Source: an optimization exercise on an open RTL-to-GDS flow (aim: small area, a short achievable clock period and few clock cycles per item). Production flows keep margins and buffers that such runs may drop. Where RTL was checked, it was by simulation tests only, not by an equivalence proof against the original.

==> flow/design.v (excerpt) <==
module IOTDF( clk, rst, in_en, iot_in, fn_sel, busy, valid, iot_out);
==> flow/config.mk <==
export PLATFORM = sky130hd
export DESIGN_NAME = IOTDF
export DESIGN_NICKNAME = IOTDF
export VERILOG_FILES = /design/flow/design.v
export SDC_FILE = /design/flow/constraint.sdc
export NUM_CORES = 4
export LEC_CHECK = 0
export CAP_MARGIN = 20
export CORE_MARGIN = 2
export CORE_UTILIZATION = 40
export SETUP_SLACK_MARGIN = 3.2
export SLEW_MARGIN = 20
==> flow/constraint.sdc <==
create_clock -name core_clock -period 6.0 [get_ports {clk}]
set_input_delay 1.2000 -clock core_clock [delete_from_list [all_inputs] [get_ports {clk}]]
set_output_delay 1.2000 -clock core_clock [all_outputs]
set_load 0.01 [all_outputs]
run.sh (not shown) runs the stock make flow with config.mk's settings and CLKGATE_MAP_FILE= SYNTH_SCRIPT=/design/flow/synth_recipe.tcl, a recipe that flattens the netlist after the stock synthesis.
The first run completed without violations.
Testbench counts at the start, summed over its fixed seeds: cycles 16,979, blocks 1,024.
Then changed:
==> flow/flow/run.sh (new file) <==
#!/bin/bash
# The standard layout (the standard.sh: standard synthesis, floorplan, place, CTS, route),
# with the port buffers made with buf_2 cells instead of the default pick.
set -euo pipefail
export BUFFER_PORTS_ARGS="-buffer_cell sky130_fd_sc_hd__buf_2"
bash standard.sh > standard.log 2>&1
==> flow/standard.sh (new file) <==
#!/bin/bash
# synth_recipe.tcl (not shown) runs the flow's synth.tcl, then flattens the netlist and writes it again
# the make line also repeats each setting of config.mk as NAME=value (left out here)
make -C /OpenROAD-flow-scripts/flow DESIGN_CONFIG=/design/flow/config.mk WORK_HOME=/design/flow/orfs CLKGATE_MAP_FILE= SYNTH_SCRIPT=/design/flow/synth_recipe.tcl "${@:-finish}"
removed: flow/run.sh
The new run went through all stages and came out clean.
Worst hold slack gains 0.0045 ns.
Die area stays the same.
Count of clock-buffer cells in the layout goes down by 2.
Final area decreases by a few percent.
Routed wire length shrinks slightly.
Register-to-register slack is worse by 0.04 ns.
Setup slack improves by 0.052 ns.
Then changed:
--- a/flow/config.mk
+++ b/flow/config.mk
@@ -11 +11 @@
-export SETUP_SLACK_MARGIN = 3.2
+export SETUP_SLACK_MARGIN = 3.5
Outcome: The changed run produced a clean layout; routed wire length increases by 8.9%; synthesized cell count is unchanged; sequential share of layout area came out lower by 2.1 points; count of clock-buffer cells in the layout shrinks by 9; fmax rises by 2.7%; setup slack improved by 0.073 ns; synthesized area is unchanged; register-to-register slack gets better by 0.07 ns; utilization is higher by 4.5 points.

---

## run A
IOTDF, a different RTL version from the one above (not shown whole).
For scale: roughly 2,100 cells after synthesis, roughly 290 flip-flops, ~140 I/O pins, roughly 0.021 mm2 of cells after synthesis.
Design IOTDF, start of the top module:
module IOTDF( clk, rst, in_en, iot_in, fn_sel, busy, valid, iot_out);
export LEC_CHECK = 0
export CAP_MARGIN = 20
export CORE_MARGIN = 2
export CORE_UTILIZATION = 65
export PLACE_DENSITY = 0.75
export SETUP_SLACK_MARGIN = 3.0
export SLEW_MARGIN = 20
create_clock -name core_clock -period 6.0 [get_ports {clk}]
Stock flow here: none of the scripts above is used.
Edits applied to the flow inputs when going from run A to run B:
# run A
export LEC_CHECK = 0
export CAP_MARGIN = 20
export CORE_MARGIN = 2
export CORE_UTILIZATION = 65
export PLACE_DENSITY = 0.75
export SETUP_SLACK_MARGIN = 3.0
export SLEW_MARGIN = 20
create_clock -name core_clock -period 6.0 [get_ports {clk}]
# run B
export LEC_CHECK = 0
export CAP_MARGIN = 20
export CORE_MARGIN = 2
export CORE_UTILIZATION = 40
export SLEW_MARGIN = 20
create_clock -name core_clock -period 6.0 [get_ports {clk}]
Findings:
Looking at the reports, run B completed the entire flow and the layout it produced met the timing, DRC and antenna checks. In run B, the sum of net half-perimeters after detailed placement came out 8.1% above the value in run A. Comparing run A and run B, global-route usage is higher on run A. Summary of run B over run A: initial antenna violation count decreased by 1 relative to the old numbers, setup slack has decreased, non-clock buffer count -25%.
Input-level comparison between run C and run B:
# run B
export LEC_CHECK = 0
export CAP_MARGIN = 20
export CORE_MARGIN = 2
export CORE_UTILIZATION = 40
export SLEW_MARGIN = 20
create_clock -name core_clock -period 6.0 [get_ports {clk}]
# run C
export LEC_CHECK = 0
export CAP_MARGIN = 20
export CORE_MARGIN = 2
export CORE_UTILIZATION = 40
export SETUP_SLACK_MARGIN = 3.0
export SLEW_MARGIN = 20
create_clock -name core_clock -period 6.0 [get_ports {clk}]
Findings:
Of run C and run B, it is run C that has the higher number of buffers other than clock buffers in the final layout.
Run C: full flow OK, the timing, DRC and antenna checks passed
In the metrics for run B and run C, the one carrying the lower routed wire length is run B.
Summary of run C over run B: final-layout worst hold slack higher, flip-flop and latch area climbed 44 um2, worst-case register-to-register setup slack now sits higher.
Here is what was changed in the inputs of run D compared with run C.
# run C
export LEC_CHECK = 0
export CAP_MARGIN = 20
export CORE_MARGIN = 2
export CORE_UTILIZATION = 40
export SETUP_SLACK_MARGIN = 3.0
export SLEW_MARGIN = 20
create_clock -name core_clock -period 6.0 [get_ports {clk}]
# run D
export LEC_CHECK = 0
export CAP_MARGIN = 20
export CORE_MARGIN = 2
export CORE_UTILIZATION = 40
export SETUP_SLACK_MARGIN = 4.0
export SLEW_MARGIN = 20
create_clock -name core_clock -period 6.0 [get_ports {clk}]
==> run summary <==
sky130_fd_sc_hd__dfxtp_1 as the master of the slowest instance on the critical path was reported by run C, and sky130_fd_sc_hd__mux4_2 by run D.
Run D vs. run C: multi-input gate share of the layout cell area now smaller; fraction of the core area covered by cells at the end of the flow now larger; routability congestion estimate now smaller; global-route wire length before repair now larger; layout-stage area growth over the synthesis result now larger.
Maximum frequency grows by more than 10% when moving from run C to run D.
Of run D and run C, it is run D that has the lower flip-flop and latch share of the layout cell area.
Compared to run C, run D has worst hold slack across all endpoints 29 ps higher.
Setup slack in run D is larger than in run C.
No functional check of the RTL was part of any run of this note.

-- re-timing with driven ports --
No port has a modelled driver above. Below, the same layouts with a new extraction and two added sets of constraints. Step 1 sets driving cells, clkbuf_16 on the clock port and buf_2 on the other inputs (assumed; they add their load-dependent delay and slew). Step 2 moves the port delays by t, midway between the first and last clock arrival at a register: inputs arrive t later, outputs are due t later. That takes back most of the time a late clock gives input paths. Three values: ideal, step 1, step 2; two values: the first two.
run | t (ns) | setup WS [ns] | hold slack, ns | cell pins on the clock port's net
the first run of note 1 | 0.591 | 3.177 / 3.121 / 3.266 | 0.448 / 0.448 / 0.448 | 1
the second run of note 1 | 0.609 | 3.228 / 3.228 / 3.228 | 0.453 / 0.453 / 0.453 | 1
the third run of note 1 | 0.614 | 3.301 / 3.301 / 3.301 | 0.444 / 0.444 / 0.444 | 1
run A | 0.614 | 2.931 / 2.931 / 2.931 | 0.468 / 0.468 / 0.468 | 1
run B | 0.586 | 2.224 / 2.224 / 2.224 | 0.442 / 0.442 / 0.442 | 1
run C | 0.583 | 2.971 / 2.917 / 3.017 | 0.448 / 0.448 / 0.448 | 1
run D | 0.603 | 3.410 / 3.410 / 3.410 | 0.477 / 0.477 / 0.477 | 1
After both steps every run listed still meets setup and hold.
